Source: an optimization exercise on an open RTL-to-GDS flow (aim: small area). Production flows keep margins and buffers that such runs may drop. Only simulation tests tie the RTL to the original design; equivalence was not proved. The clock cells of runs 4 to 7 come from the design's own scripts or RTL, not from TritonCTS. The flow treats the clock pin as an ideal source. Dropping or thinning the clock tree relies on that and would not hold on a real chip. Power and IR drop assume default switching activity.

==> flow/flow/run.sh <==
#!/bin/bash
# Standard layout with smaller port buffers and a clock tree without dummy loads.
# Every tool's output goes to flow_make.log here; ORFS keeps its own logs under orfs/logs.
set -euo pipefail
export BUFFER_PORTS_ARGS="-buffer_cell sky130_fd_sc_hd__buf_1"
export CTS_ARGS="-sink_clustering_enable -repair_clock_nets -dont_use_dummy_load -root_buf sky130_fd_sc_hd__clkbuf_8 -tree_buf sky130_fd_sc_hd__clkbuf_4 -buf_list sky130_fd_sc_hd__clkbuf_4 -sink_clustering_size 30 -sink_clustering_max_diameter 100"
bash standard.sh > flow_make.log 2>&1
==> flow/standard.sh <==
#!/bin/bash
# synth_recipe.tcl (not shown) runs the flow's synth.tcl, then flattens the netlist and writes it again
# the make line also repeats each setting of config.mk as NAME=value (left out here)
make -C /OpenROAD-flow-scripts/flow DESIGN_CONFIG=/design/flow/config.mk WORK_HOME=/design/flow/orfs CLKGATE_MAP_FILE= SYNTH_SCRIPT=/design/flow/synth_recipe.tcl "${@:-finish}"
==> flow/config.mk <==
export PLATFORM = sky130hd
export DESIGN_NAME = clock
export DESIGN_NICKNAME = clock
export VERILOG_FILES = /design/flow/design.v
export SDC_FILE = /design/flow/constraint.sdc
export NUM_CORES = 4
export LEC_CHECK = 0
export ABC_AREA = 1
export CAP_MARGIN = 20
export CORE_MARGIN = 2
export CORE_UTILIZATION = 40
export CTS_BUF_LIST = sky130_fd_sc_hd__clkbuf_8
export CTS_CLUSTER_DIAMETER = 100
export CTS_CLUSTER_SIZE = 30
export SLEW_MARGIN = 20
==> flow/constraint.sdc <==
create_clock -name core_clock -period 10.0 [get_ports {clk}]
set_input_delay 2.0000 -clock core_clock [delete_from_list [all_inputs] [get_ports {clk}]]
set_output_delay 2.0000 -clock core_clock [all_outputs]
set_load 0.01 [all_outputs]
==> flow/design.v <==
`timescale 1ns / 1ps
module sev_seg(
input clk,
input rst,
input s_hourten,
input [3:0] s_hour,
input [2:0] s_minten,
input [3:0] s_min,
output [3:0] an,
output [6:0] seg
    );
reg [1:0] current_place;
reg [5:0] count;
wire wrap = &count[3:0];
wire [1:0] next_place = current_place + {1'b0, wrap};
reg [3:0] sel;
always @(*) begin
    case(next_place)
        2'd0: sel = {s_min[3] | (s_min[2] & s_min[1] & s_min[0]), s_min[2:0]};
        2'd1: sel = {1'b0, s_minten};
        2'd2: sel = {s_hour[3] | (s_hour[2] & s_hour[1] & s_hour[0]), s_hour[2:0]};
        default: sel = {3'b000, s_hourten};
    endcase
end
reg [3:0] e;           
reg [3:0] so0, so2;    
reg [2:0] so1;
reg [1:0] so3;         
reg [3:0] s;           
reg [1:0] place_d;     
reg an_on;             
reg [3:0] cur;
always @(*) begin
    case(current_place)
        2'd0: cur = so0;
        2'd1: cur = {1'b0, so1};
        2'd2: cur = so2;
        default: cur = {1'b0, so3[1], so3[1], so3[0]};
    endcase
end
always @(posedge clk) begin
    if(rst)
        begin
            count <= 0;
            current_place <= 0;
            e <= 0;
            so0 <= 4'd7;
            so1 <= 3'd7;
            so2 <= 4'd7;
            so3 <= 2'b11;
            s <= 4'd7;
        end
    else
        begin
            count <= wrap ? 6'd0 : {count[4:0], ~(count[5] ^ count[0])};
            current_place <= next_place;
            e <= sel;
            case(current_place)
                2'd0: so0 <= e;
                2'd1: so1 <= e[2:0];
                2'd2: so2 <= e;
                2'd3: so3 <= {1'b0, e[0]};
            endcase
            s <= cur;
        end
end
always @(posedge clk) begin
    an_on <= ~rst;
    place_d <= current_place;
end
assign an[0] = an_on & (place_d != 2'd0);
assign an[1] = an_on & (place_d != 2'd1);
assign an[2] = an_on & (place_d != 2'd2);
assign an[3] = an_on & (place_d != 2'd3);
assign seg[0] = (s[2] & ~s[1] & ~s[0]) | (~s[3] & ~s[2] & ~s[1] & s[0]);
assign seg[1] = (s[2] & ~s[1] & s[0]) | (s[2] & s[1] & ~s[0]);
assign seg[2] = (~s[2] & s[1] & ~s[0]);
assign seg[3] = (s[3] & s[1]) | (s[2] & ~s[1] & ~s[0]) | (~s[2] & ~s[1] & s[0]);
assign seg[4] = (s[3] & s[1]) | (~s[2] & s[0]) | (s[2] & ~s[1]);
assign seg[5] = (~s[2] & s[1]) | (s[3] & s[1]) | (~s[3] & ~s[2] & s[0]);
assign seg[6] = (~s[3] & ~s[2] & ~s[1]) | (s[3] & s[1]);
endmodule
`timescale 1ns / 1ps
module clock(
input clk,
input rst,
input btnC, btnU, btnD, btnR, btnL,
input [3:0] sw,
output [6:0] seg,
output [3:0] an,
output [3:0] led
    );
reg [6:0] count;                
reg [5:0] og_secs;
reg [1:0] sf;
reg [2:0] mt, a_mt, og_mt;      
reg [3:0] mu, a_mu, og_mu;      
reg [3:0] hr, a_hr, og_hr;      
reg [1:0] mode;                 
reg led_r;
assign led = {4{led_r}};
wire is_s = mode[0];
wire is_a = mode[1];
wire is_n = ~mode[0] & ~mode[1];
wire sw0 = (sw == 4'b0000);
wire sw1 = (sw == 4'b0001);
wire restore = is_a & sw1;
wire [2:0] v_mt = restore ? og_mt : mt;
wire [3:0] v_mu = restore ? og_mu : mu;
wire [3:0] v_hr = restore ? og_hr : hr;
wire s60 = ~restore & sf[1] & og_secs[5] & og_secs[4] & og_secs[3] & ~og_secs[2] & og_secs[1] & og_secs[0];
wire m60 = v_mt[2] & v_mt[1];
wire h13 = v_hr[3] & v_hr[2] & v_hr[0];
wire [4:0] hi = {a_mt[0], a_mu};
wire tick = is_n & count[6] & count[5] & (count[4] | count[3] | count[2]);
wire btn = is_s & hi[4] & hi[1] & hi[0] & count[6] & count[2];
wire [7:0] lo_inc = {1'b0, count} + {7'd0, ~is_a};
wire [4:0] hi_inc = hi + {4'd0, lo_inc[7]};
wire load_a = is_s & sw1;
wire sat = load_a & (lo_inc[7] | (|hi));
wire [4:0] n_hi = (is_s & ~load_a) ? (btn ? 5'd0 : hi_inc) : 5'd0;
wire m_pos = |{mt, mu};
wire h_gt1 = |hr[3:1];
wire m_dn = btn & btnD & m_pos & ~s60;
wire m_up = s60 | (btn & btnU & ~(btnD & m_pos));
wire h_dn = btn & btnR & h_gt1 & ~m60;
wire h_up = m60 | (btn & btnL & ~(btnR & h_gt1));
wire [3:0] tg_mu;
assign tg_mu[0] = m_up | m_dn;
assign tg_mu[1] = (m_up & v_mu[0] & ~v_mu[3]) | (m_dn & ~v_mu[0] & (v_mu[1] | v_mu[2] | v_mu[3]));
assign tg_mu[2] = (m_up & v_mu[1] & v_mu[0]) | (m_dn & ~v_mu[1] & ~v_mu[0] & (v_mu[2] | v_mu[3]));
assign tg_mu[3] = (m_up & v_mu[0] & (v_mu[3] | (v_mu[2] & v_mu[1]))) | (m_dn & ~v_mu[2] & ~v_mu[1] & ~v_mu[0]);
wire c_up = m_up & v_mu[3] & v_mu[0];
wire c_dn = m_dn & ~v_mu[3] & ~v_mu[2] & ~v_mu[1] & ~v_mu[0];
wire [3:0] tg_hr;
assign tg_hr[0] = h_up | h_dn;
assign tg_hr[1] = (h_up & v_hr[0]) | (h_dn & ~v_hr[0]);
assign tg_hr[2] = (h_up & v_hr[1] & v_hr[0]) | (h_dn & ~v_hr[1] & ~v_hr[0]);
assign tg_hr[3] = (h_up & v_hr[2] & v_hr[1] & v_hr[0]) | (h_dn & ~v_hr[2] & ~v_hr[1] & ~v_hr[0]);
wire [2:0] tg_mt;
assign tg_mt[0] = c_up | c_dn;
assign tg_mt[1] = (c_up & v_mt[0]) | (c_dn & ~v_mt[0]);
assign tg_mt[2] = (c_up & v_mt[1] & v_mt[0]) | (c_dn & ~v_mt[1] & ~v_mt[0]);
reg [2:0] n_mt;
reg [3:0] n_mu, n_hr;
reg [1:0] n_sf;
always @(*) begin
    n_mu = m60 ? 4'd0 : v_mu ^ tg_mu;
    n_mt = m60 ? 3'd0 : v_mt ^ tg_mt;
    n_hr = h13 ? 4'd1 : v_hr ^ tg_hr;
    if (s60 | is_s | (is_n & btnC & ~tick))
        n_sf = 2'b00;
    else if (tick)
        n_sf = 2'b10;
    else if (restore)
        n_sf = 2'b01;
    else
        n_sf = sf;
end
always @(posedge clk) begin
    if (rst)
        begin
            count <= 0;
            og_secs <= 0;
            sf <= 2'b00;
            mt <= 0; mu <= 0;
            hr <= 4'd12;
            a_hr[3:1] <= 3'b111;    
            og_mt <= 0; og_mu <= 0; og_hr <= 0;
            mode <= 2'b00;
            led_r <= 1'b0;
        end
    else
        begin
            count <= (tick | btn) ? 7'd0 : (lo_inc[6:0] | {sat, sat, 2'b00, sat, 2'b00});
            og_secs <= (tick & ~sf[1] & ~sf[0]) ? 6'd0 : og_secs + {5'd0, tick & sf[1]};
            sf <= n_sf;
            mt <= n_mt; mu <= n_mu;
            hr <= n_hr;
            if (load_a)
                a_hr[3:1] <= hr[3:1];
            if (tick)
                begin og_mt <= mt; og_mu <= mu; og_hr <= hr; end
            case (mode)
                2'b00: mode <= btnC ? 2'b01 : 2'b00;
                2'b01: mode <= sw1 ? 2'b10 : 2'b01;
                default: mode <= sw0 ? 2'b00 : 2'b10;
            endcase
            led_r <= is_n & (a_mt == mt) & (a_mu == mu) & (a_hr == hr);
        end
end
always @(posedge clk) begin
    if (load_a)
        begin a_mt[2:1] <= mt[2:1]; a_hr[0] <= hr[0]; end
    if (load_a)
        {a_mt[0], a_mu} <= {mt[0], mu};
    else if (is_s | (is_n & btnC))
        {a_mt[0], a_mu} <= n_hi;
end
wire hten = v_hr[3] & (v_hr[2] | v_hr[1]);
wire [3:0] hun = hten ? {2'b00, v_hr[2], v_hr[0]} : v_hr;
sev_seg display(.clk(clk), .rst(rst), .s_hourten(hten), .s_hour(hun), .s_minten(v_mt), .s_min(v_mu), .an(an), .seg(seg));
endmodule
==> impl_metrics.json, run 1 <==
{
  "cts_sinks": 83,
  "clk_pin_slew_ns": 0.09,
  "syn-instance-count": 541,
  "route.detailed.drc": 0,
  "hp-class": "register to register",
  "synth_area_leaders": "dfxtp_1 37%, nand2_1 12%, edfxtp_1 6.0%, inv_1 6.0%, nor2_1 6.0%",
  "gp_congestion": 0.8281,
  "ys_warn_count": 2,
  "track_usage_pct": 16.35,
  "cts_setup_buffers": 0,
  "timing.slew.headroom_pct": 49.08,
  "leakage_nw": 1.829,
  "final_area_um2": 4337,
  "grt_max_degree": 34,
  "yosysSeqAreaShare_pct": 43.30,
  "cp.required_ns": 8.00,
  "numPlacedInstances": 687,
  "rows": 36,
  "cts_buffers": 9,
  "ir_drop_v": 0.00005444,
  "yosys.area.top_type_share_pct": 37.33,
  "cts-root-buf": "clkbuf_8",
  "async_reset_ff_share_pct": 0,
  "start_util_pct": 41.15,
  "drt-vias-per-instance": 4.934,
  "antenna_found_initial": 0,
  "port_buffers": 25,
  "critPathKind": "register to output pin",
  "grt_pass1_vias": 3170,
  "first_iter_violations": 179,
  "place_area_um2": 4213,
  "totalWireLength_um": 8519,
  "dieArea_um2": 10870,
  "insertion_delay_ns": 0.36,
  "hold_viol_final": 0,
  "grt_overflow_total": 0,
  "cts_max_level": 3,
  "syn_area_um2": 4023,
  "diodes": 0,
  "syn-num-nets": 559,
  "status": "no timing/DRC/antenna violations",
  "synth_ff_type": "dfxtp_1",
  "dp_hpwl_um": 6408,
  "core_area_um2": 9774,
  "syn_to_final_growth_pct": 7.807,
  "nets": 583,
  "drive_gt1_share_pct": 6.039,
  "fin_crit_sh_pct": 32.83,
  "cts-resized-gates": 0,
  "ant_nets": 0,
  "die_h_um": 104.3,
  "worst_pin_slew_ns": 0.7574,
  "synth_cell_types": 40,
  "stdcell_count": 696,
  "grt_pass1_wl_um": 14480,
  "rsz0062_at_grt": "false",
  "final-setup-viol-count": 0,
  "crit_path_end_kind": "output pin",
  "maxCapViolations": 0,
  "syn_avg_cell_area_um2": 7.436,
  "ys_ff_latch": 83,
  "firstDrtPassIters": 4,
  "slew_violations": 0,
  "synth_top_cell_by_area": "dfxtp_1",
  "pin_count": 26,
  "achievable-frequency_mhz": 304.6,
  "cp.arrival_ns": 1.28,
  "hold_buffers": 0,
  "synth.most_common_cell": "nand2_1",
  "detail_route.wl_per_cell_um": 12.24,
  "fin_setup_tns_ns": 0,
  "min_period_ns": 3.283,
  "cts_tree": "done",
  "synth_edf_count": 8,
  "fin_skew_ns": 0.03051,
  "die_w_um": 104.3,
  "num-fill-cells": 1032,
  "power.density_nw_per_um2": 131.2,
  "num_vias": 3434,
  "clockBufferDepth": 2,
  "synth_common_cells": "124 x nand2_1, 75 x dfxtp_1, 64 x inv_1, 64 x nor2_1, 46 x nand3_1",
  "cp_max_fo": 4,
  "crit_path_start_kind": "register"
}
## placed cells by master (no fill, tap or decap), types with 2 or more instances in the layout
cell      count
edfxtp_1      8
o21ai_0      25
o211ai_1      6
a21oi_1      28
ha_1          7
clkbuf_8      9
nand4_1      11
nor2_1       64
o41ai_1       2
xor2_1        8
inv_1        64
nand2_1     124
nor3_1        4
o21ai_4       2
o21ai_1       3
nor4_1        2
buf_1        25
a31oi_1       3
nand3_1      46
o22ai_1       2
o21ai_2       5
nand2_2       5
inv_2         4
dfxtp_1      75
xnor2_1      17
buf_4         2
## critical path, stage by stage (launching register included)
cell and delay [ns]:
dfxtp_1 0.34, nor2_1 0.15, nand2_1 0.09, o21ai_0 0.17, buf_1 0.17
## area by class of cell
type / instances / area, µm² / area share (%)
inverter: 69 / 261.5 / 6.030
sequential: 83 / 1742 / 40.16
tap: 133 / 166.4 / 3.837
clock buffer: 9 / 123.9 / 2.856
multi-input combinational: 375 / 1934 / 44.60
timing repair buffer: 27 / 108.9 / 2.510
## path summary, 6_finish.rpt
kind	start	to	slack, ns	cells past startpoint
worst max register to register	mode[1]$_SDFF_PP0_	og_secs[4]$_SDFF_PP0_	7.69	12
worst min register to register	display.count[4]$_SDFF_PP0_	display.count[5]$_SDFF_PP0_	0.41	2
worst min-delay path	display.count[4]$_SDFF_PP0_	display.count[5]$_SDFF_PP0_	0.41	2
worst max-delay path	display.s[2]$_SDFF_PP1_	seg[0]	6.72	4
## flip-flops by register name, summed over array words and instances (netlist names), 4 cells and up
register       flops
count              7
display.count      6
og_secs            6
a_hr               4
a_mu               4
display.e          4
display.s          4
display.so0        4
display.so2        4
hr                 4
mu                 4
og_hr              4
og_mu              4
## cells by family after synthesis
kind of cell	count (synthesis)	share of synthesized area, %
AND/OR/NAND/NOR	263	28.49
buffers and inverters	83	8.616
flip-flops	83	43.30
AO/OA/AOI/OAI	80	11.98
XOR/XNOR	25	5.443
adder cells (fa/ha/maj)	7	2.177
## per-layer routing
layer  part of all wire, %  wire [µm]  track usage [%]
met1                    49       4139            22.00
met2                    44       3786            25.63
met3                   5.2        440            2.632
met4                   1.8        153            7.529
met5                     0          0                0
## stage by stage
| stage | power (mW) | setup WS [ns] | hold slack [ns] | utilization [%] |
|---|---|---|---|---|
| floorplan | 0.3802 | 6.791 | 0.3880 | - |
| global placement | 0.3905 | 6.319 | 0.3960 | 43.10 |
| detailed placement | 0.3914 | 6.365 | 0.4004 | 43.10 |
| CTS | 0.5766 | 6.695 | 0.4137 | 44.37 |
| global route | 0.5957 | 6.529 | 0.4281 | 44.37 |
| finish | 0.5691 | 6.717 | 0.4107 | 44.37 |
## where the power goes
part | total, mW | switching [mW] | internal (mW)
logic | 0.0338 | 0.0213 | 0.0125
clock network | 0.185 | 0.105 | 0.0805
registers | 0.350 | 0.00697 | 0.343
total | 0.569 | 0.133 | 0.436
==> run 2: changes to the inputs <==
==> flow/flow/run.sh (replaced) <==
#!/bin/bash
# Standard layout with smaller port buffers and a clock tree without dummy loads.
# Every tool's output goes to flow_make.log here; ORFS keeps its own logs under orfs/logs.
set -euo pipefail
export BUFFER_PORTS_ARGS="-buffer_cell sky130_fd_sc_hd__buf_1"
export CTS_ARGS="-sink_clustering_enable -repair_clock_nets -dont_use_dummy_load -buf_list sky130_fd_sc_hd__clkbuf_8 -sink_clustering_size 30 -sink_clustering_max_diameter 100"
bash standard.sh > flow_make.log 2>&1
==> impl_metrics.json, run 2 <==
{
  "syn_area_um2": 4023,
  "clockBufferDepth": 2,
  "layout_common_cells": "124 x nand2_1, 75 x dfxtp_1, 64 x inv_1, 64 x nor2_1, 46 x nand3_1",
  "min_period_ns": 3.283,
  "worst_pin_slew_ns": 0.7574,
  "track_usage_pct": 16.35,
  "insertion_delay_ns": 0.36,
  "gp_congestion": 0.8281,
  "rsz0062_at_grt": "false",
  "dp_hpwl_um": 6408,
  "grt_pass1_wl_um": 14480,
  "leakage_nw": 1.829,
  "cp_max_fo": 4,
  "firstDrtPassIters": 4,
  "grt_overflow_total": 0,
  "ant_nets": 0,
  "drive_gt1_share_pct": 6.039,
  "dieArea_um2": 10870,
  "timing.slew.headroom_pct": 49.08,
  "drt-vias-per-instance": 4.934,
  "cts_buffers": 9,
  "largest_reg_flops": 7,
  "totalWireLength_um": 8519,
  "diodes": 0,
  "fin_crit_sh_pct": 32.83,
  "hold_buffers": 0,
  "syn_avg_cell_area_um2": 7.436,
  "cts_sinks": 83,
  "top_register": "count",
  "place_ws_ns": 6.365,
  "route.detailed.drc": 0,
  "syn_to_final_growth_pct": 7.807,
  "place_area_um2": 4213,
  "antenna_found_initial": 0,
  "port_buffers": 25,
  "final-setup-viol-count": 0,
  "ys_warn_count": 2,
  "synth_top_cell_by_area": "dfxtp_1",
  "fin_setup_tns_ns": 0,
  "stdcell_count": 696,
  "async_reset_ff_share_pct": 0,
  "start_util_pct": 41.15,
  "core_area_um2": 9774,
  "slew_violations": 0,
  "num_vias": 3434,
  "seq_area_um2": 1742,
  "cts_max_level": 3,
  "layout_commonest_cell": "nand2_1",
  "power.total_uw": 569.1,
  "hp-class": "register to register",
  "largestRegisters": "count: 7 flops, display.count: 6 flops, og_secs: 6 flops",
  "yosysSeqAreaShare_pct": 43.30,
  "num-fill-cells": 1032,
  "maxCapViolations": 0,
  "cp.required_ns": 8.00,
  "grt_max_degree": 34,
  "die_w_um": 104.3,
  "cts_setup_buffers": 0,
  "syn-num-nets": 559,
  "cts-resized-gates": 0,
  "numPlacedInstances": 687,
  "hold_viol_final": 0,
  "achievable-frequency_mhz": 304.6,
  "final_area_um2": 4337,
  "multi_input_area_um2": 1934,
  "power.density_nw_per_um2": 131.2,
  "crit_path_start_kind": "register",
  "rows": 36,
  "synth_ff_type": "dfxtp_1",
  "first_iter_violations": 179,
  "yosys.area.top_type_share_pct": 37.33,
  "die_h_um": 104.3,
  "worst_slack_ns": 6.717,
  "synth_edf_count": 8,
  "synth_common_cells": "124 x nand2_1, 75 x dfxtp_1, 64 x inv_1, 64 x nor2_1, 46 x nand3_1",
  "ys_ff_latch": 83,
  "synth_cell_types": 40,
  "crit_path_end_kind": "output pin",
  "ir_drop_v": 0.00005444,
  "grt_pass1_vias": 3170,
  "detail_route.wl_per_cell_um": 12.24,
  "status": "no timing/DRC/antenna violations",
  "cts_tree": "done",
  "pin_count": 26,
  "syn-instance-count": 541,
  "cts-root-buf": "clkbuf_8",
  "clk_pin_slew_ns": 0.09,
  "cp.arrival_ns": 1.28,
  "critPathKind": "register to output pin",
  "synth_area_leaders": "dfxtp_1 37%, nand2_1 12%, edfxtp_1 6.0%, inv_1 6.0%, nor2_1 6.0%",
  "synth.most_common_cell": "nand2_1",
  "nets": 583,
  "fin_skew_ns": 0.03051
}
[run 2: cell counts after synthesis]
Identical to the previous run, type by type.
[run 2: final timing paths]
check,slack (ns),end,from,cells after the start
setup / recovery,6.72,seg[0],display.s[2]$_SDFF_PP1_,4
setup reg to reg,7.69,og_secs[4]$_SDFF_PP0_,mode[1]$_SDFF_PP0_,12
hold / removal,0.41,display.count[5]$_SDFF_PP0_,display.count[4]$_SDFF_PP0_,2
hold reg to reg,0.41,display.count[5]$_SDFF_PP0_,display.count[4]$_SDFF_PP0_,2
[run 2: worst max-delay path: stages, from the launching register on]
cell	delay (ns)
dfxtp_1	0.34
nor2_1	0.15
nand2_1	0.09
o21ai_0	0.17
buf_1	0.17
[run 2: power breakdown]
group          switching, mW  leakage [nW]  internal [mW]
Sequential           0.00697         0.687          0.343
Combinational         0.0213          1.08         0.0125
Clock                  0.105        0.0647         0.0805
[run 2: metrics by stage]
step | utilization, % | hold WS [ns]
6_report | 44.37 | 0.4107
5_1_grt | 44.37 | 0.4281
4_1_cts | 44.37 | 0.4137
3_5_place_dp | 43.10 | 0.4004
3_3_place_gp | 43.10 | 0.3960
2_1_floorplan | - | 0.3880
[run 2: kinds of logic (layout without fill, tap and decap cells)]
group	after synthesis	in the layout	share of synthesized area, %
buf+inv	83	105	8.616
compound gates	80	80	11.98
xor+xnor	25	25	5.443
fa+ha+maj	7	7	2.177
simple gates	263	263	28.49
flops	83	83	43.30
[run 2: cell type report]
class | count | share of cell area (%)
multi-input combinational | 375 | 44.60
sequential | 83 | 40.16
inverter | 69 | 6.030
tap | 133 | 3.837
clock buffer | 9 | 2.856
timing repair buffer | 27 | 2.510
[run 2: routing by layer]
layer / up-vias / GRT usage, % / wire length (µm)
li1: 1792 / - / -
met1: 1569 / 22.00 / 4139
met2: 62 / 25.63 / 3786
met3: 11 / 2.632 / 440
met4: 0 / 7.529 / 153
met5: - / 0 / 0
==> run 3: changes to the inputs <==
==> flow/flow/run.sh (replaced) <==
#!/bin/bash
# The standard layout (standard.sh) with three changes:
#  - synthesis maps the logic with an area-only ABC script (flow/synth_area.tcl, flow/area.abc);
#  - every port still gets a buffer, but the smallest one, sky130_fd_sc_hd__buf_1;
#  - the clock tree is built without dummy loads.
# The make output of all steps goes to flow_make.log here; ORFS keeps each step's log under orfs/logs.
set -euo pipefail
work=$(pwd)
export FLOW_WORK="$work"
export AREA_ABC_SCRIPT="$work/flow/area.abc"
export BUFFER_PORTS_ARGS="-buffer_cell sky130_fd_sc_hd__buf_1"
export CTS_ARGS="-sink_clustering_enable -repair_clock_nets -dont_use_dummy_load -buf_list sky130_fd_sc_hd__clkbuf_8 -sink_clustering_size 30 -sink_clustering_max_diameter 100"
sed "s#SYNTH_SCRIPT=[^ ]*#SYNTH_SCRIPT=$work/flow/synth_area.tcl#" standard.sh > flow_standard_area.sh
grep -q "SYNTH_SCRIPT=$work/flow/synth_area.tcl" flow_standard_area.sh
bash flow_standard_area.sh > flow_make.log 2>&1
==> flow/flow/area.abc (new file) <==
strash
balance -l; resub -K 6 -l; rewrite -l; resub -K 6 -N 2 -l; refactor -l; resub -K 8 -l; balance -l; resub -K 8 -N 2 -l; rewrite -l; resub -K 10 -l; rewrite -z -l; resub -K 10 -N 2 -l; balance -l; resub -K 12 -l; refactor -z -l; resub -K 12 -N 2 -l; rewrite -z -l; balance -l
dch -f
amap
strash
dch -f
amap
topo
==> flow/flow/synth_area.tcl (new file) <==
# The standard synthesis (synth_recipe.tcl, sourced unchanged) with one change: ABC maps
# the logic with flow/area.abc, an area-only script, instead of ORFS's own ABC script.
# Registers are mapped before ABC runs, so they come out as in the standard synthesis.
proc abc {args} {
  set i [lsearch -exact $args -script]
  if { $i >= 0 } {
    set args [lreplace $args [expr {$i + 1}] [expr {$i + 1}] $::env(AREA_ABC_SCRIPT)]
  }
  puts "abc with the area script: $args"
  yosys abc {*}$args
}
source $::env(FLOW_WORK)/synth_recipe.tcl
==> impl_metrics.json, run 3 <==
{
  "diodes": 0,
  "rsz0062_at_grt": "false",
  "layout_commonest_cell": "dfxtp_1",
  "cts-root-buf": "clkbuf_8",
  "syn_to_final_growth_pct": 9.446,
  "start_util_pct": 41.26,
  "hold_viol_final": 0,
  "gp_congestion": 0.8736,
  "grt_pass1_vias": 2989,
  "totalWireLength_um": 8239,
  "port_buffers": 25,
  "track_usage_pct": 17.89,
  "critical_path_depth": 13,
  "core_area_um2": 8763,
  "crit_path_frequent_cell": "nor2_1",
  "grt_max_degree": 30,
  "async_reset_ff_share_pct": 0,
  "crit_path_start_kind": "primary input",
  "largest_reg_flops": 7,
  "ys_ff_latch": 83,
  "ant_nets": 0,
  "cp_max_fo": 14,
  "syn-num-nets": 452,
  "worst-path-buf-inv": 4,
  "place_area_um2": 3827,
  "largestRegisters": "count: 7 flops, display.count: 6 flops, og_secs: 6 flops",
  "num_vias": 3172,
  "hp-class": "register to register",
  "dp_hpwl_um": 6019,
  "final_area_um2": 3958,
  "drt-vias-per-instance": 5.536,
  "cts-resized-gates": 0,
  "syn_area_um2": 3616,
  "path_delay_family": "simple AND/OR/NAND/NOR gates",
  "grt_overflow_total": 0,
  "ir_drop_v": 0.00006970,
  "yosys.area.top_type_share_pct": 41.52,
  "leakage_nw": 1.335,
  "cpPeakStageDelay_ns": 0.76,
  "firstDrtPassIters": 5,
  "cp_cell_sequence": "buf_1, nor2_1, nand3b_1, nor2_1, clkinv_1, o22ai_1, clkinv_1, or4_1, o32ai_1, clkinv_1, nor2_1, nor2_1, a211oi_1",
  "synth.most_common_cell": "dfxtp_1",
  "rows": 34,
  "synth_ff_type": "dfxtp_1",
  "cts_setup_buffers": 0,
  "crit_path_end_kind": "register",
  "cts_buffers": 9,
  "cts_sinks": 83,
  "cp.required_ns": 10.25,
  "fin_setup_tns_ns": 0,
  "critPathKind": "primary input to register",
  "route.detailed.drc": 0,
  "fin_skew_ns": 0.03209,
  "fin_crit_sh_pct": 54.69,
  "die_h_um": 99.08,
  "min_period_ns": 5.469,
  "syn_avg_cell_area_um2": 8.332,
  "cts_max_level": 3,
  "synth_common_cells": "75 x dfxtp_1, 68 x clkinv_1, 59 x nor2_1",
  "yosysSeqAreaShare_pct": 48.17,
  "clk_pin_slew_ns": 0.09,
  "antenna_found_initial": 0,
  "slew_violations": 0,
  "top_register": "count",
  "r2r_cells": 11,
  "dieArea_um2": 9817,
  "pin_count": 26,
  "worst_pin_slew_ns": 0.9537,
  "final-setup-viol-count": 0,
  "die_w_um": 99.08,
  "cp_slowest_cell": "nor2_1",
  "nets": 485,
  "drive_gt1_share_pct": 2.366,
  "cts_tree": "done",
  "insertion_delay_ns": 0.36,
  "clockBufferDepth": 2,
  "detail_route.wl_per_cell_um": 14.38,
  "status": "no timing/DRC/antenna violations",
  "cp.arrival_ns": 5.72,
  "stdcell_count": 573,
  "numPlacedInstances": 564,
  "timing.slew.headroom_pct": 36.18,
  "first_iter_violations": 100,
  "hold_buffers": 0,
  "maxCapViolations": 0,
  "power.density_nw_per_um2": 144.0,
  "achievable-frequency_mhz": 182.9,
  "grt_pass1_wl_um": 14160,
  "synth_edf_count": 8,
  "layout_common_cells": "75 x dfxtp_1, 68 x clkinv_1, 59 x nor2_1, 30 x o21ai_0, 28 x a21oi_1",
  "ys_warn_count": 2,
  "worstHoldPathCells": 0,
  "synth_cell_types": 38,
  "synth_area_leaders": "dfxtp_1 42%, clkinv_1 7.1%, edfxtp_1 6.6%, nor2_1 6.1%, o22ai_1 4.3%",
  "syn-instance-count": 434,
  "synth_top_cell_by_area": "dfxtp_1"
}
-- run 3: cell count changes in the layout (fill, tap and decap cells not counted), moves of 8 or more --
cell | before | now
nor3_1 | 4 | 12
clkinv_1 | 0 | 68
xnor2_1 | 17 | 0
o221ai_1 | 0 | 13
inv_1 | 64 | 0
xor2_1 | 8 | 0
nand4_1 | 11 | 2
o22ai_1 | 2 | 25
nand3_1 | 46 | 10
nand2_1 | 124 | 23
-- run 3: per-layer routing --
| metal | GRT usage [%] | up-vias | wire length, µm |
|---|---|---|---|
| li1 | - | 1639 | - |
| met3 | 4.823 | 9 | 445 |
| met4 | 5.058 | 0 | 99 |
| met2 | 29.52 | 67 | 3858 |
| met5 | 0 | - | 0 |
| met1 | 23.09 | 1457 | 3835 |
-- run 3: cells by family (layout without fill, tap and decap cells) --
group	Yosys count	in the layout	synth area share, %
flip-flops	83	83	48.17
adder cells (fa/ha/maj)	7	7	2.422
AO/OA/AOI/OAI	142	142	25.29
AND/OR/NAND/NOR	130	130	16.23
buffers and inverters	72	103	7.889
-- run 3: path summary, 6_finish.rpt --
| kind | from | end | slack, ns |
|---|---|---|---|
| worst max register to register | mode[1]$_SDFF_PP0_ | mt[0]$_SDFF_PP0_ | 6.09 |
| worst max-delay path | sw[3] | mt[0]$_SDFF_PP0_ | 4.53 |
| worst min-delay path | display.current_place[0]$_SDFF_PP0_ | display.place_d[0]$_DFF_P_ | 0.41 |
| worst min register to register | display.current_place[0]$_SDFF_PP0_ | display.place_d[0]$_DFF_P_ | 0.41 |
-- run 3: final cells by class --
cell class,instances,area [µm²]
Multi-Input combinational cell,279,1600
Inverter,68,255.2
Clock buffer,9,123.9
Tap cell,108,135.1
Sequential cell,83,1742
Timing Repair Buffer,26,101.3
Fill cell,914,4806
-- run 3: power by group --
| part | switching, mW | internal [mW] |
|---|---|---|
| Combinational | 0.0211 | 0.0121 |
| Sequential | 0.00642 | 0.343 |
| Clock | 0.107 | 0.0806 |
-- run 3: per-stage QoR --
step	util, %	total power [mW]	hold slack [ns]	setup slack [ns]
final	45.16	0.5699	0.4062	4.531
after global routing	45.16	0.5951	0.4135	4.077
after CTS	45.09	0.5775	0.4025	4.605
after detailed placement	43.68	0.3904	0.4126	4.257
after global placement	43.68	0.3896	0.4117	4.528
after floorplan	-	0.3781	0.3830	5.068
==> run 4: changes to the inputs <==
--- a/flow/flow/run.sh
+++ b/flow/flow/run.sh
@@ -4,3 +4,4 @@
 #  - every port still gets a buffer, but the smallest one, sky130_fd_sc_hd__buf_1;
-#  - the clock tree is built without dummy loads.
+#  - the clock tree is flow/clock_tree.tcl: the clock port drives a few clkbuf_8, each
+#    driving the flip-flops nearest to it (ORFS runs it in place of its own CTS command).
 # The make output of all steps goes to flow_make.log here; ORFS keeps each step's log under orfs/logs.
@@ -11,3 +12,6 @@
 export BUFFER_PORTS_ARGS="-buffer_cell sky130_fd_sc_hd__buf_1"
-export CTS_ARGS="-sink_clustering_enable -repair_clock_nets -dont_use_dummy_load -buf_list sky130_fd_sc_hd__clkbuf_8 -sink_clustering_size 30 -sink_clustering_max_diameter 100"
+export PRE_CTS_TCL="$work/flow/clock_tree.tcl"
+export CLOCK_LEAVES=4
+export CLOCK_LEAF_CELL=sky130_fd_sc_hd__clkbuf_16
+export CTS_ARGS="-sink_clustering_enable"
 sed "s#SYNTH_SCRIPT=[^ ]*#SYNTH_SCRIPT=$work/flow/synth_area.tcl#" standard.sh > flow_standard_area.sh
==> flow/flow/clock_tree.tcl (new file) <==
# Replaces ORFS's clock tree with a small one: the clock port drives a few
# sky130_fd_sc_hd__clkbuf_8 buffers, each driving the flip-flops nearest to it.
# Sourced by ORFS's cts.tcl as PRE_CTS_TCL; the rest of cts.tcl runs as usual.
proc clock_tree_synthesis { args } {
  set nleaf 3
  if { [info exists ::env(CLOCK_LEAVES)] } { set nleaf $::env(CLOCK_LEAVES) }
  set block [ord::get_db_block]
  set db [ord::get_db]
  set cell sky130_fd_sc_hd__clkbuf_8
  if { [info exists ::env(CLOCK_LEAF_CELL)] } { set cell $::env(CLOCK_LEAF_CELL) }
  set master [$db findMaster $cell]
  set clk [$block findNet clk]
  set sinks {}
  foreach it [$clk getITerms] {
    if { [$it isInputSignal] } {
      set inst [$it getInst]
      set loc [$inst getLocation]
      lappend sinks [list [lindex $loc 0] [lindex $loc 1] $it]
    }
  }
  # k-means on the sink locations, started from sinks spread along x
  set sinks [lsort -integer -index 0 $sinks]
  set n [llength $sinks]
  set cent {}
  for { set k 0 } { $k < $nleaf } { incr k } {
    set s [lindex $sinks [expr { int(($k + 0.5) * $n / $nleaf) }]]
    lappend cent [list [lindex $s 0] [lindex $s 1]]
  }
  for { set iter 0 } { $iter < 30 } { incr iter } {
    set groups {}
    for { set k 0 } { $k < $nleaf } { incr k } { lappend groups {} }
    foreach s $sinks {
      set best 0
      set bd 1e18
      for { set k 0 } { $k < $nleaf } { incr k } {
        set c [lindex $cent $k]
        set d [expr { abs([lindex $s 0] - [lindex $c 0]) + abs([lindex $s 1] - [lindex $c 1]) }]
        if { $d < $bd } { set bd $d; set best $k }
      }
      lset groups $best [concat [lindex $groups $best] [list $s]]
    }
    set cent {}
    foreach g $groups {
      set sx 0; set sy 0
      foreach s $g { set sx [expr { $sx + [lindex $s 0] }]; set sy [expr { $sy + [lindex $s 1] }] }
      set m [expr { max(1, [llength $g]) }]
      lappend cent [list [expr { int($sx / $m) }] [expr { int($sy / $m) }]]
    }
  }
  for { set k 0 } { $k < $nleaf } { incr k } {
    set g [lindex $groups $k]
    if { [llength $g] == 0 } { continue }
    set buf [odb::dbInst_create $block $master "clkbuf_leaf_$k"]
    set net [odb::dbNet_create $block "clknet_leaf_$k"]
    $net setSigType CLOCK
    [$buf findITerm A] connect $clk
    [$buf findITerm X] connect $net
    foreach s $g {
      set it [lindex $s 2]
      $it disconnect
      $it connect $net
    }
    set c [lindex $cent $k]
    $buf setLocation [lindex $c 0] [lindex $c 1]
    $buf setPlacementStatus PLACED
    puts "clock leaf $k: [llength $g] sinks at $c"
  }
  set_propagated_clock [all_clocks]
}
==> impl_metrics.json, run 4 <==
{
  "stdcell_count": 568,
  "cts_setup_buffers": 0,
  "antenna_found_initial": 0,
  "synth-compound-area-share_pct": 25.29,
  "synth_fa_ha_area_share_pct": 2.422,
  "die_h_um": 99.08,
  "die_w_um": 99.08,
  "hold_viol_final": 0,
  "route.detailed.drc": 0,
  "cts-resized-gates": 0,
  "yosysSeqAreaShare_pct": 48.17,
  "syn-instance-count": 434,
  "slew_violations": 0,
  "diodes": 0,
  "ys_ff_latch": 83,
  "synth_common_cells": "75 x dfxtp_1, 68 x clkinv_1, 59 x nor2_1",
  "worst_pin_slew_ns": 0.9409,
  "syn-num-nets": 452,
  "synth_ff_type": "dfxtp_1",
  "syn_area_um2": 3616,
  "fin_crit_sh_pct": 56.14,
  "syn_avg_cell_area_um2": 8.332,
  "insertion_delay_ns": 0.16,
  "crit_path_start_kind": "primary input",
  "fin_setup_tns_ns": 0,
  "cp.required_ns": 10.06,
  "synth_top_cell_by_area": "dfxtp_1",
  "crit_path_end_kind": "register",
  "hp-start": "display.count[3]$_SDFF_PP0_",
  "worstSetupStartpoint": "sw[3]",
  "comb_power_share_pct": 6.1,
  "synth_area_leaders": "dfxtp_1 42%, clkinv_1 7.1%, edfxtp_1 6.6%, nor2_1 6.1%, o22ai_1 4.3%",
  "hold_buffers": 0,
  "ys_warn_count": 2,
  "swShare_pct": 20.84,
  "clkPwrFrac_pct": 29.2,
  "synth.area.mux_share_pct": 0,
  "status": "no timing/DRC/antenna violations",
  "layout_common_cells": "75 x dfxtp_1, 68 x clkinv_1, 59 x nor2_1, 30 x o21ai_0, 28 x a21oi_1",
  "largest_reg_flops": 7,
  "synth_xor_area_share_pct": 0,
  "drt-vias-per-instance": 5.516,
  "synth-simple-area-share_pct": 16.23,
  "pin_count": 26,
  "dp_hpwl_um": 6019,
  "syn_to_final_growth_pct": 8.789,
  "min_period_ns": 5.614,
  "core_area_um2": 8763,
  "first_iter_violations": 107,
  "synth_cell_types": 38,
  "clk_pin_slew_ns": 0.09,
  "firstDrtPassIters": 5,
  "detail_route.wl_per_cell_um": 14.13,
  "synth_top_family_by_area": "compound AO/OA/AOI/OAI gates",
  "synth.most_common_cell": "dfxtp_1",
  "hold_slack_ns": 0.4230,
  "ir_drop_v": 0.00008336,
  "drive_gt1_share_pct": 1.304,
  "final-setup-viol-count": 0,
  "power.total_uw": 540.8,
  "critPathKind": "primary input to register",
  "ant_nets": 0,
  "cp_max_fo": 14,
  "grt_pass1_wl_um": 13840,
  "port_buffers": 25,
  "num_vias": 3133,
  "num-fill-cells": 916,
  "grt_max_degree": 30,
  "nets": 480,
  "largestRegisters": "count: 7 flops, display.count: 6 flops, og_secs: 6 flops",
  "p_int_uw": 428.1,
  "yosys.area.top_type_share_pct": 41.52,
  "power.density_nw_per_um2": 137.5,
  "layout_commonest_cell": "dfxtp_1",
  "async_reset_ff_share_pct": 0,
  "fin_skew_ns": 0.01719,
  "maxCapViolations": 0,
  "leakage_nw": 1.319,
  "track_usage_pct": 16.48,
  "cp.arrival_ns": 5.68,
  "start_util_pct": 41.26,
  "grt_overflow_total": 0,
  "p_sw_uw": 112.7,
  "dieArea_um2": 9817,
  "top_register": "count",
  "totalWireLength_um": 8025,
  "gp_congestion": 0.8736,
  "timing.slew.headroom_pct": 37.04,
  "synth_edf_count": 8,
  "rows": 34,
  "power_frac_seq_pct": 64.6,
  "r2r-start": "mode[1]$_SDFF_PP0_",
  "achievable-frequency_mhz": 178.1,
  "rsz0062_at_grt": "false",
  "numPlacedInstances": 564,
  "grt_pass1_vias": 2911,
  "hp-class": "register to register"
}
run 4: worst max-delay path, cell delays in order:
cell,delay (ns)
buf_1,0.07
nor2_1,0.14
nand3b_1,0.16
nor2_1,0.75
clkinv_1,0.56
o22ai_1,0.37
clkinv_1,0.19
or4_1,0.54
o32ai_1,0.33
clkinv_1,0.14
nor2_1,0.16
nor2_1,0.05
a211oi_1,0.21
run 4: logic make-up (layout without fill, tap and decap cells):
logic type               Yosys count  in the layout
AND/OR/NAND/NOR                  130            130
AO/OA/AOI/OAI                    142            142
adder cells (fa/ha/maj)            7              7
buffers and inverters             72             98
flip-flops                        83             83
run 4: metal layers:
metal	GRT usage (%)	routed length (µm)	vias to the layer above
met5	0	0	-
met4	2.002	113	0
met3	1.560	307	10
met2	28.64	3720	50
met1	22.96	3883	1444
li1	-	-	1629
run 4: metrics by stage:
| step | cell area (µm²) | util (%) | worst slack (ns) |
|---|---|---|---|
| final | 3934 | 44.89 | 4.386 |
| after global routing | 3934 | 44.89 | 3.879 |
| after CTS | 3928 | 44.82 | 4.401 |
| after detailed placement | 3827 | 43.68 | 4.257 |
| after global placement | 3827 | 43.68 | 4.528 |
| after floorplan | 3616 | - | 5.068 |
run 4: power by group through the flow:
| stage | Combinational, mW | Clock, mW | Sequential, mW |
|---|---|---|---|
| after detailed placement | 0.0333 | 0 | 0.357 |
| after global placement | 0.0326 | 0 | 0.357 |
| after CTS | 0.0334 | 0.161 | 0.349 |
| after global routing | 0.0382 | 0.173 | 0.351 |
| after floorplan | 0.0225 | 0 | 0.356 |
| final | 0.0332 | 0.158 | 0.350 |
run 4: path summary, 6_finish.rpt:
kind,end,cells past startpoint,slack (ns)
worst max-delay path,mt[0]$_SDFF_PP0_,13,4.39
worst min register to register,display.count[4]$_SDFF_PP0_,2,0.42
worst min-delay path,display.count[4]$_SDFF_PP0_,2,0.42
worst max register to register,mt[0]$_SDFF_PP0_,11,6.14
run 4: cell type report:
type,count,area (µm²),area share [%]
sequential,83,1742,44.27
multi-input combinational,279,1600,40.68
inverter,68,255.2,6.489
tap,108,135.1,3.435
timing repair buffer,26,101.3,2.576
buffer,4,100.1,2.545
==> run 5: changes to the inputs <==
--- a/flow/flow/run.sh
+++ b/flow/flow/run.sh
@@ -13,3 +13,3 @@
 export PRE_CTS_TCL="$work/flow/clock_tree.tcl"
-export CLOCK_LEAVES=4
+export CLOCK_LEAVES=3
 export CLOCK_LEAF_CELL=sky130_fd_sc_hd__clkbuf_16
==> impl_metrics.json, run 5 <==
{
  "final_area_um2": 3909,
  "r2r_cells": 11,
  "power_frac_seq_pct": 67.2,
  "swShare_pct": 21.04,
  "layout_common_cells": "75 x dfxtp_1, 68 x clkinv_1, 59 x nor2_1, 30 x o21ai_0, 28 x a21oi_1",
  "drive_gt1_share_pct": 1.089,
  "synth_edf_count": 8,
  "synth_cell_types": 38,
  "synth_area_leaders": "dfxtp_1 42%, clkinv_1 7.1%, edfxtp_1 6.6%, nor2_1 6.1%, o22ai_1 4.3%",
  "crit_path_start_kind": "primary input",
  "port_buffers": 25,
  "syn-num-nets": 452,
  "top_register": "count",
  "ys_warn_count": 2,
  "place_area_um2": 3827,
  "grt_max_degree": 34,
  "r2r-start": "mode[1]$_SDFF_PP0_",
  "power.total_uw": 520.3,
  "cp.arrival_ns": 5.69,
  "largest_reg_flops": 7,
  "achievable-frequency_mhz": 177.9,
  "yosysSeqAreaShare_pct": 48.17,
  "p_sw_uw": 109.5,
  "hp-class": "register to register",
  "nets": 479,
  "slew_violations": 0,
  "leakage_nw": 1.307,
  "clk_pin_slew_ns": 0.11,
  "rows": 34,
  "cp_max_fo": 14,
  "crit_path_frequent_cell": "nor2_1",
  "gp_congestion": 0.8736,
  "rsz0062_at_grt": "false",
  "grt_pass1_vias": 2928,
  "ys_ff_latch": 83,
  "crit_path_end_kind": "register",
  "die_h_um": 99.08,
  "seq_area_um2": 1742,
  "antenna_found_initial": 0,
  "firstDrtPassIters": 4,
  "timing.slew.headroom_pct": 39.47,
  "route.detailed.drc": 0,
  "fin_skew_ns": 0.02698,
  "min_period_ns": 5.621,
  "async_reset_ff_share_pct": 0,
  "syn-instance-count": 434,
  "syn_avg_cell_area_um2": 8.332,
  "critical_path_depth": 13,
  "comb_power_share_pct": 6.4,
  "path_delay_family": "simple AND/OR/NAND/NOR gates",
  "hold_buffers": 0,
  "synth_common_cells": "75 x dfxtp_1, 68 x clkinv_1, 59 x nor2_1",
  "stdcell_count": 567,
  "r2r_slack_ns": 6.09,
  "cts_setup_buffers": 0,
  "syn_area_um2": 3616,
  "power.density_nw_per_um2": 133.1,
  "first_iter_violations": 100,
  "crit_end": "mt[0]$_SDFF_PP0_",
  "yosys.area.top_type_share_pct": 41.52,
  "synth_top_cell_by_area": "dfxtp_1",
  "ant_nets": 0,
  "layout_commonest_cell": "dfxtp_1",
  "ir_drop_v": 0.00008679,
  "synth_ff_type": "dfxtp_1",
  "worst_pin_slew_ns": 0.9046,
  "multi_input_area_um2": 1600,
  "pin_count": 26,
  "totalWireLength_um": 7994,
  "drt-vias-per-instance": 5.541,
  "synth.most_common_cell": "dfxtp_1",
  "start_util_pct": 41.26,
  "p_int_uw": 410.9,
  "num-fill-cells": 921,
  "status": "no timing/DRC/antenna violations",
  "num_vias": 3142,
  "core_area_um2": 8763,
  "grt_pass1_wl_um": 13830,
  "cp.required_ns": 10.07,
  "critPathKind": "primary input to register",
  "dp_hpwl_um": 6019,
  "fin_setup_tns_ns": 0,
  "syn_to_final_growth_pct": 8.097,
  "diodes": 0,
  "cp_slowest_cell": "nor2_1",
  "hold_viol_final": 0,
  "grt_overflow_total": 0,
  "cts-resized-gates": 0,
  "dieArea_um2": 9817,
  "cpPeakStageDelay_ns": 0.72,
  "final_core_util_pct": 44.60,
  "critical_path.reg2reg.endpoint": "mt[0]$_SDFF_PP0_",
  "track_usage_pct": 16.41,
  "numPlacedInstances": 564,
  "cp_cell_sequence": "buf_1, nor2_1, nand3b_1, nor2_1, clkinv_1, o22ai_1, clkinv_1, or4_1, o32ai_1, clkinv_1, nor2_1, nor2_1, a211oi_1",
  "final-setup-viol-count": 0,
  "insertion_delay_ns": 0.17,
  "worstSetupStartpoint": "sw[3]",
  "die_w_um": 99.08,
  "worst-path-buf-inv": 4,
  "maxCapViolations": 0,
  "clkPwrFrac_pct": 26.4,
  "detail_route.wl_per_cell_um": 14.10,
  "fin_crit_sh_pct": 56.21,
  "largestRegisters": "count: 7 flops, display.count: 6 flops, og_secs: 6 flops"
}
==> run 5: cell counts after synthesis <==
Identical to the previous run, type by type.
==> run 5: cell families after synthesis <==
| kind of cell | Yosys count | synth area share (%) |
|---|---|---|
| buf+inv | 72 | 7.889 |
| compound gates | 142 | 25.29 |
| flops | 83 | 48.17 |
| fa+ha+maj | 7 | 2.422 |
| simple gates | 130 | 16.23 |
==> run 5: cell type report <==
class	count	area share, %
Buffer	3	1.921
Inverter	68	6.530
Multi-Input combinational cell	279	40.94
Sequential cell	83	44.56
Tap cell	108	3.457
Timing Repair Buffer	26	2.593
==> run 5: worst min-delay path by stage <==
stage / start / endpoint / slack (ns) / cells past startpoint
after floorplan: display.current_place[0]$_SDFF_PP0_ / display.place_d[0]$_DFF_P_ / 0.38 / 0
after global placement: display.current_place[0]$_SDFF_PP0_ / display.place_d[0]$_DFF_P_ / 0.41 / 0
after detailed placement: display.count[3]$_SDFF_PP0_ / display.count[4]$_SDFF_PP0_ / 0.41 / 2
after CTS: display.count[3]$_SDFF_PP0_ / display.count[4]$_SDFF_PP0_ / 0.43 / 2
after global routing: display.current_place[0]$_SDFF_PP0_ / display.place_d[0]$_DFF_P_ / 0.45 / 0
final: display.count[3]$_SDFF_PP0_ / display.count[4]$_SDFF_PP0_ / 0.43 / 2
==> run 5: through the flow <==
step / hold slack (ns) / setup WS, ns
after floorplan: 0.3830 / 5.068
after global placement: 0.4117 / 4.528
after detailed placement: 0.4126 / 4.257
after CTS: 0.4297 / 4.409
after global routing: 0.4463 / 3.888
final: 0.4258 / 4.379
==> run 5: worst register-to-register path, delay by kind of cell (launching register included) <==
family	cells	cell delay, ns
DFF	1	0.35
buffers and inverters	4	1.04
AOI/OAI and AO/OA	3	0.93
and+or+nand+nor	4	1.48
==> run 5: layer usage <==
metal / global-route usage [%] / part of all wire, % / vias up
met2: 28.74 / 47 / 55
li1: - / - / 1627
met3: 1.135 / 3.4 / 10
met1: 22.51 / 48 / 1450
met4: 2.950 / 1.9 / 0
met5: 0 / 0 / -
==> run 5: power by group through the flow <==
stage,Combinational (mW),Sequential [mW],Clock (mW)
final,0.0332,0.350,0.137
after global routing,0.0382,0.351,0.153
after CTS,0.0334,0.350,0.144
after detailed placement,0.0333,0.357,0
after global placement,0.0326,0.357,0
after floorplan,0.0225,0.356,0
==> run 6: changes to the inputs <==
==> flow/flow/area.abc (replaced) <==
strash
&get -n
&deepsyn -T 60
&put
balance -l; resub -K 6 -l; rewrite -l; resub -K 6 -N 2 -l; refactor -l; resub -K 8 -l; balance -l; resub -K 8 -N 2 -l; rewrite -l; resub -K 10 -l; rewrite -z -l; resub -K 10 -N 2 -l; balance -l; resub -K 12 -l; refactor -z -l; resub -K 12 -N 2 -l; rewrite -z -l; balance -l
dch -f
amap
strash
dch -f
amap
topo
==> impl_metrics.json, run 6 <==
{
  "critPathKind": "primary input to register",
  "hold_buffers": 0,
  "grt_overflow_total": 0,
  "synth_top_family_by_area": "compound AO/OA/AOI/OAI gates",
  "synth-compound-area-share_pct": 23.16,
  "antenna_found_initial": 0,
  "syn-num-nets": 452,
  "slew_violations": 0,
  "insertion_delay_ns": 0.17,
  "num-fill-cells": 868,
  "num_vias": 3091,
  "largest_reg_flops": 7,
  "firstDrtPassIters": 5,
  "syn_area_um2": 3592,
  "start_util_pct": 41.19,
  "fin_skew_ns": 0.009064,
  "die_w_um": 98.77,
  "route.detailed.drc": 0,
  "port_buffers": 25,
  "synth_ff_type": "dfxtp_1",
  "dp_hpwl_um": 6001,
  "diodes": 0,
  "cp.arrival_ns": 5.63,
  "achievable-frequency_mhz": 178.6,
  "synth_area_leaders": "dfxtp_1 42%, clkinv_1 7.4%, nor2_1 7.0%, edfxtp_1 6.7%, o22ai_1 6.3%",
  "rsz0062_at_grt": "false",
  "cts-resized-gates": 0,
  "grt_max_degree": 32,
  "worst_pin_slew_ns": 0.8128,
  "r2r-start": "mode[1]$_SDFF_PP0_",
  "top_register": "count",
  "leakage_nw": 1.284,
  "synth_top_cell_by_area": "dfxtp_1",
  "rows": 34,
  "crit_path_start_kind": "primary input",
  "ys_warn_count": 2,
  "yosysSeqAreaShare_pct": 48.48,
  "gp_congestion": 0.9542,
  "drt-vias-per-instance": 5.442,
  "crit_path_end_kind": "register",
  "ys_ff_latch": 83,
  "syn-instance-count": 434,
  "cp.required_ns": 10.04,
  "synth-simple-area-share_pct": 17.66,
  "fin_setup_tns_ns": 0,
  "grt_pass1_wl_um": 13120,
  "grt_pass1_vias": 2755,
  "async_reset_ff_share_pct": 0,
  "totalWireLength_um": 7751,
  "worstHoldPathCells": 2,
  "hp-start": "display.count[1]$_SDFF_PP0_",
  "power.density_nw_per_um2": 132.6,
  "worst_slack_ns": 4.402,
  "syn_to_final_growth_pct": 8.046,
  "drive_gt1_share_pct": 1.087,
  "detail_route.wl_per_cell_um": 13.65,
  "clk_pin_slew_ns": 0.11,
  "synth_common_cells": "75 x dfxtp_1, 71 x clkinv_1, 67 x nor2_1",
  "die_h_um": 98.77,
  "timing.slew.headroom_pct": 45.62,
  "hold_path_end": "display.count[2]$_SDFF_PP0_",
  "synth_edf_count": 8,
  "nets": 480,
  "synth_cell_types": 37,
  "largestRegisters": "count: 7 flops, display.count: 6 flops, og_secs: 6 flops",
  "hold_slack_ns": 0.4201,
  "cp_max_fo": 13,
  "hp-class": "register to register",
  "track_usage_pct": 15.66,
  "critical_path.reg2reg.endpoint": "mt[2]$_SDFF_PP0_",
  "ant_nets": 0,
  "fin_crit_sh_pct": 55.98,
  "status": "no timing/DRC/antenna violations",
  "synth.most_common_cell": "dfxtp_1",
  "yosys.area.top_type_share_pct": 41.80,
  "synth_xor_area_share_pct": 0,
  "cts_setup_buffers": 0,
  "place_ws_ns": 4.380,
  "maxCapViolations": 0,
  "pin_count": 26,
  "ir_drop_v": 0.00008500,
  "power.total_uw": 514.8,
  "min_period_ns": 5.598,
  "r2r_slack_ns": 6.25,
  "r2r_cells": 12,
  "final-setup-viol-count": 0,
  "dieArea_um2": 9755,
  "hold_viol_final": 0,
  "syn_avg_cell_area_um2": 8.277,
  "layout_common_cells": "75 x dfxtp_1, 71 x clkinv_1, 67 x nor2_1, 36 x o22ai_1, 28 x nand2_1",
  "core_area_um2": 8721,
  "first_iter_violations": 154,
  "synth_fa_ha_area_share_pct": 2.438,
  "layout_commonest_cell": "dfxtp_1",
  "synth.area.mux_share_pct": 0
}
==> run 6: cell types whose count changed after synthesis, sizes merged, moves of 5 or more <==
cell and delta:
o22ai +11, o21ai -10, o22a +10, o221ai -9
a21oi -8, nor2 +8, a221oi -5, a31oi -5
nand2 +5
==> run 6: report_power, final <==
part | internal, mW | switching [mW]
clock network | 0.0555 | 0.0822
registers | 0.342 | 0.00548
logic | 0.0106 | 0.0189
total | 0.408 | 0.107
==> run 6: how the worst max path moves through the flow <==
stage / from / to / slack, ns / cells past startpoint
after floorplan: sw[1] / mt[2]$_SDFF_PP0_ / 5.09 / 13
after global placement: sw[1] / mt[2]$_SDFF_PP0_ / 4.64 / 14
after detailed placement: sw[1] / mt[2]$_SDFF_PP0_ / 4.38 / 14
after CTS: sw[1] / mt[2]$_SDFF_PP0_ / 4.55 / 14
after global routing: sw[1] / mt[2]$_SDFF_PP0_ / 4.04 / 14
final: sw[1] / mt[2]$_SDFF_PP0_ / 4.40 / 14
==> run 6: stage by stage <==
stage | area, µm² | util, % | instances
2_1_floorplan | 3592 | - | 434
3_3_place_gp | 3806 | 43.64 | 565
3_5_place_dp | 3806 | 43.64 | 565
4_1_cts | 3881 | 44.51 | 568
5_1_grt | 3881 | 44.51 | 568
6_report | 3881 | 44.51 | 568
==> run 6: worst max-delay path, stage by stage <==
cell and delay (ns):
buf_1 0.06, or3_1 0.37, nand2b_1 0.19, nor2_1 0.63
clkinv_1 0.55, nand4_1 0.29, o311ai_0 0.24, nor3_1 0.32
nand2_1 0.13, nor2_1 0.16, nand2_1 0.09, nor2_1 0.14
nor2_1 0.07, a2111oi_0 0.39
==> run 6: kinds of logic (layout without fill, tap and decap cells) <==
logic type,count (synthesis),in the layout
and+or+nand+nor,144,144
AOI/OAI and AO/OA,125,125
DFF,83,83
buffers and inverters,75,101
adders and majority gates,7,7
==> run 6: final cells by class <==
cell class | instances | area (µm²) | share of cell area [%]
inverter | 71 | 266.5 | 6.867
tap | 108 | 135.1 | 3.482
sequential | 83 | 1742 | 44.87
timing repair buffer | 27 | 108.9 | 2.805
buffer | 3 | 75.07 | 1.934
multi-input combinational | 276 | 1554 | 40.04
==> run 6: per-layer routing <==
layer / vias to the layer above / GRT usage, % / share of wire [%]
met1: 1420 / 23.76 / 51
met4: 0 / 2.424 / 1.4
li1: 1594 / - / -
met3: 7 / 0.9220 / 4.0
met2: 70 / 25.16 / 44
met5: - / 0 / 0
==> run 7: changes to the inputs <==
--- a/flow/design.v
+++ b/flow/design.v
@@ -27,6 +27,8 @@
 reg [2:0] so1;
-reg [1:0] so3;         
+reg so3;               
 reg [3:0] s;           
 reg [1:0] place_d;     
-reg an_on;             
+reg first;
+wire visit_start = ~|count;
+wire an_on = ~(first & visit_start & ~current_place[1] & ~current_place[0]);
 reg [3:0] cur;
@@ -37,3 +39,3 @@
         2'd2: cur = so2;
-        default: cur = {1'b0, so3[1], so3[1], so3[0]};
+        default: cur = {3'b000, so3};
     endcase
@@ -46,6 +48,3 @@
             e <= 0;
-            so0 <= 4'd7;
-            so1 <= 3'd7;
-            so2 <= 4'd7;
-            so3 <= 2'b11;
+            first <= 1'b1;
             s <= 4'd7;
@@ -57,13 +56,14 @@
             e <= sel;
-            case(current_place)
-                2'd0: so0 <= e;
-                2'd1: so1 <= e[2:0];
-                2'd2: so2 <= e;
-                2'd3: so3 <= {1'b0, e[0]};
-            endcase
-            s <= cur;
-        end
-end
-always @(posedge clk) begin
-    an_on <= ~rst;
+            s <= (first & visit_start) ? 4'd7 : cur;
+            if (wrap & current_place[1] & current_place[0])
+                first <= 1'b0;
+        end
+end
+always @(posedge clk) begin
+    case(current_place)
+        2'd0: so0 <= e;
+        2'd1: so1 <= e[2:0];
+        2'd2: so2 <= e;
+        2'd3: so3 <= e[0];
+    endcase
     place_d <= current_place;
==> impl_metrics.json, run 7 <==
{
  "cp_max_fo": 14,
  "synth_cell_types": 34,
  "firstDrtPassIters": 5,
  "gp_congestion": 0.8602,
  "yosysSeqAreaShare_pct": 51.70,
  "worst-path-buf-inv": 4,
  "synth_common_cells": "69 x clkinv_1, 62 x dfxtp_1, 59 x nor2_1",
  "async_reset_ff_share_pct": 0,
  "rsz0062_at_grt": "false",
  "cts-resized-gates": 0,
  "critical_path.reg2reg.endpoint": "hr[2]$_SDFF_PP1_",
  "wl_met2_um": 3218,
  "synth_area_leaders": "dfxtp_1 35%, edfxtp_1 17%, clkinv_1 7.3%, nor2_1 6.2%, o22ai_1 6.1%",
  "syn-instance-count": 413,
  "drive_gt1_share_pct": 0.6865,
  "ir_drop_v": 0.0001183,
  "crit_path_start_kind": "primary input",
  "met3_length_um": 324,
  "synth_edf_count": 20,
  "slew_violations": 0,
  "grt_overflow_total": 0,
  "r2r-start": "mode[1]$_SDFF_PP0_",
  "ys_warn_count": 2,
  "clk_pin_slew_ns": 0.12,
  "cp_cell_sequence": "buf_1, nor3_1, nand2_1, nor2_1, clkinv_1, o22ai_1, clkinv_1, nor2_1, a21o_1, nand2_1, o21ai_0, clkinv_1, a22oi_1, o21ai_0",
  "core_area_um2": 8678,
  "final-setup-viol-count": 0,
  "num-fill-cells": 889,
  "layout_common_cells": "69 x clkinv_1, 62 x dfxtp_1, 59 x nor2_1, 35 x o22ai_1, 26 x nand2_1",
  "track_usage_pct": 14.97,
  "grt_max_degree": 35,
  "totalWireLength_um": 7409,
  "top_register": "count",
  "synth_top_cell_by_area": "dfxtp_1",
  "syn_avg_cell_area_um2": 8.625,
  "status": "no timing/DRC/antenna violations",
  "pin_count": 26,
  "cp_slowest_cell": "nor2_1",
  "worst_pin_slew_ns": 0.9244,
  "critPathKind": "primary input to register",
  "fin_setup_tns_ns": 0,
  "insertion_delay_ns": 0.17,
  "diodes": 0,
  "hold_path_end": "display.place_d[1]$_DFF_P_",
  "cp.arrival_ns": 5.69,
  "worstSetupStartpoint": "sw[1]",
  "grt_pass1_wl_um": 12470,
  "layout_commonest_cell": "clkinv_1",
  "route.detailed.drc": 0,
  "start_util_pct": 41.05,
  "hold_viol_final": 0,
  "r2r_slack_ns": 6.15,
  "stdcell_count": 545,
  "dieArea_um2": 9677,
  "place_area_um2": 3761,
  "synth_ff_type": "dfxtp_1",
  "drt-met1-wl_um": 3754,
  "yosys.area.top_type_share_pct": 34.84,
  "dp_hpwl_um": 5759,
  "hp-start": "display.current_place[1]$_SDFF_PP0_",
  "cpPeakStageDelay_ns": 0.72,
  "hold_slack_ns": 0.3962,
  "maxCapViolations": 0,
  "numPlacedInstances": 542,
  "r2r_cells": 12,
  "largest_reg_flops": 7,
  "ant_nets": 0,
  "first_iter_violations": 179,
  "port_buffers": 25,
  "syn-num-nets": 431,
  "rows": 34,
  "hold_buffers": 0,
  "antenna_found_initial": 0,
  "syn_area_um2": 3562,
  "fin_crit_sh_pct": 56.61,
  "largestRegisters": "count: 7 flops, display.count: 6 flops, og_secs: 6 flops",
  "leakage_nw": 1.280,
  "path_delay_family": "simple AND/OR/NAND/NOR gates",
  "crit_path_frequent_cell": "clkinv_1",
  "fin_skew_ns": 0.02170,
  "final_area_um2": 3836,
  "drt-vias-per-instance": 5.314,
  "cp.required_ns": 10.03,
  "crit_path_end_kind": "register",
  "final_core_util_pct": 44.20,
  "ys_ff_latch": 82,
  "die_w_um": 98.37,
  "syn_to_final_growth_pct": 7.692,
  "cts_setup_buffers": 0,
  "hp-class": "register to register",
  "achievable-frequency_mhz": 176.6,
  "grt_pass1_vias": 2610,
  "min_period_ns": 5.661,
  "die_h_um": 98.37,
  "synth.most_common_cell": "clkinv_1",
  "power.density_nw_per_um2": 135.1,
  "timing.slew.headroom_pct": 38.14,
  "num_vias": 2896,
  "nets": 457,
  "worstHoldPathCells": 0,
  "detail_route.wl_per_cell_um": 13.59,
  "highest_layer": "met4"
}
==> run 7: changes by cell type in the layout (fill, tap and decap cells not counted), sizes merged, moves of 3 or more <==
cell | previous run | this run
a2111oi | 5 | 1
a221oi | 0 | 3
a22oi | 4 | 9
dfxtp | 75 | 62
edfxtp | 8 | 20
nand3 | 10 | 16
nor2 | 67 | 59
nor3 | 15 | 20
o21ai | 20 | 14
o22a | 10 | 3
o311ai | 3 | 0
o31ai | 1 | 4
==> run 7: area by class of cell <==
type | count | area, µm² | area share [%]
multi-input combinational | 258 | 1431 | 37.31
sequential | 82 | 1842 | 48.01
buffer | 3 | 75.07 | 1.957
timing repair buffer | 25 | 93.84 | 2.446
tap | 108 | 135.1 | 3.523
inverter | 69 | 259.0 | 6.751
==> run 7: kinds of logic (layout without fill, tap and decap cells) <==
family                   after synthesis  in the layout  share of synthesized area, %
AND/OR/NAND/NOR                      140            140                         17.42
AO/OA/AOI/OAI                        110            110                         20.06
adder cells (fa/ha/maj)                7              7                         2.459
XOR/XNOR                               1              1                        0.2459
buffers and inverters                 73             97                         8.114
flip-flops                            82             82                         51.70
==> run 7: routing by layer <==
metal,vias up,global-route usage [%]
met1,1306,23.52
met4,0,1.791
met3,6,0.6442
li1,1522,-
met5,-,0
met2,62,23.65
==> run 7: stage by stage <==
step                setup WS, ns  total power, mW
detailed placement         4.247           0.3899
floorplan                  5.090           0.3784
CTS                        4.408           0.5232
finish                     4.339           0.5184
global route               3.860           0.5401
global placement           4.490           0.3893
==> run 7: worst max-delay path by stage <==
stage	end	slack (ns)	cells after the start
after floorplan	hr[2]$_SDFF_PP1_	5.09	13
after global placement	hr[2]$_SDFF_PP1_	4.49	14
after detailed placement	hr[2]$_SDFF_PP1_	4.25	14
after CTS	hr[2]$_SDFF_PP1_	4.41	14
after global routing	hr[2]$_SDFF_PP1_	3.86	14
final	hr[2]$_SDFF_PP1_	4.34	14
==> run 7: where the power goes <==
group	switching, mW	total [mW]	leakage [nW]	internal, mW
clock network	0.0807	0.136	0.0370	0.0555
registers	0.00541	0.349	0.709	0.344
logic	0.0210	0.0329	0.534	0.0119
total	0.107	0.518	1.28	0.411
==> run 7: worst reg2reg max path: stages, from the launching register on <==
cell and delay (ns):
dfxtp_1 0.37, clkinv_1 0.15, nor2_1 0.74, clkinv_1 0.55, o22ai_1 0.37, clkinv_1 0.22
nor2_1 0.27, a21o_1 0.14, nand2_1 0.10, o21ai_0 0.38, clkinv_1 0.15, a22oi_1 0.19
o21ai_0 0.09

-- afterwards: timing with drivers on the ports --
How much do the figures lean on ideal ports? The routed layouts below were timed once more, with nothing changed but the port constraints. Step 1, drivers: a clkbuf_16 drives clk and a buf_2 each remaining input, both assumed. Step 2 adds t to the input delays and takes it off the output delays; t is the mean of the earliest and latest rising clock arrival at the registers after step 1. Input paths then give back, and output paths get back, about the clock's delay inside the block. Slacks: ideal / step 1 / step 2; pairs: ideal / step 1.
| run | t, ns | slack for setup (ns) | worst setup path after step 2 | latest minus earliest clock arrival (ns) |
|---|---|---|---|---|
| run 1 | 0.380 | 6.717 / 6.686 / 6.354 | input to register | 0.031 / 0.031 |
| run 2 | 0.380 | 6.717 / 6.686 / 6.354 | input to register | 0.031 / 0.031 |
| run 3 | 0.380 | 4.531 / 4.543 / 4.163 | input to register | 0.035 / 0.035 |
| run 4 | 0.228 | 4.386 / 4.447 / 4.218 | input to register | 0.018 / 0.017 |
| run 5 | 0.222 | 4.379 / 4.424 / 4.202 | input to register | 0.027 / 0.027 |
| run 6 | 0.228 | 4.402 / 4.445 / 4.217 | input to register | 0.009 / 0.010 |
| run 7 | 0.227 | 4.339 / 4.383 / 4.155 | input to register | 0.023 / 0.023 |
After both steps every run listed still meets setup and hold. For run 3, which loses most, drivers alone change the setup slack by +0.012 ns; drivers and shift together by -0.368 ns.
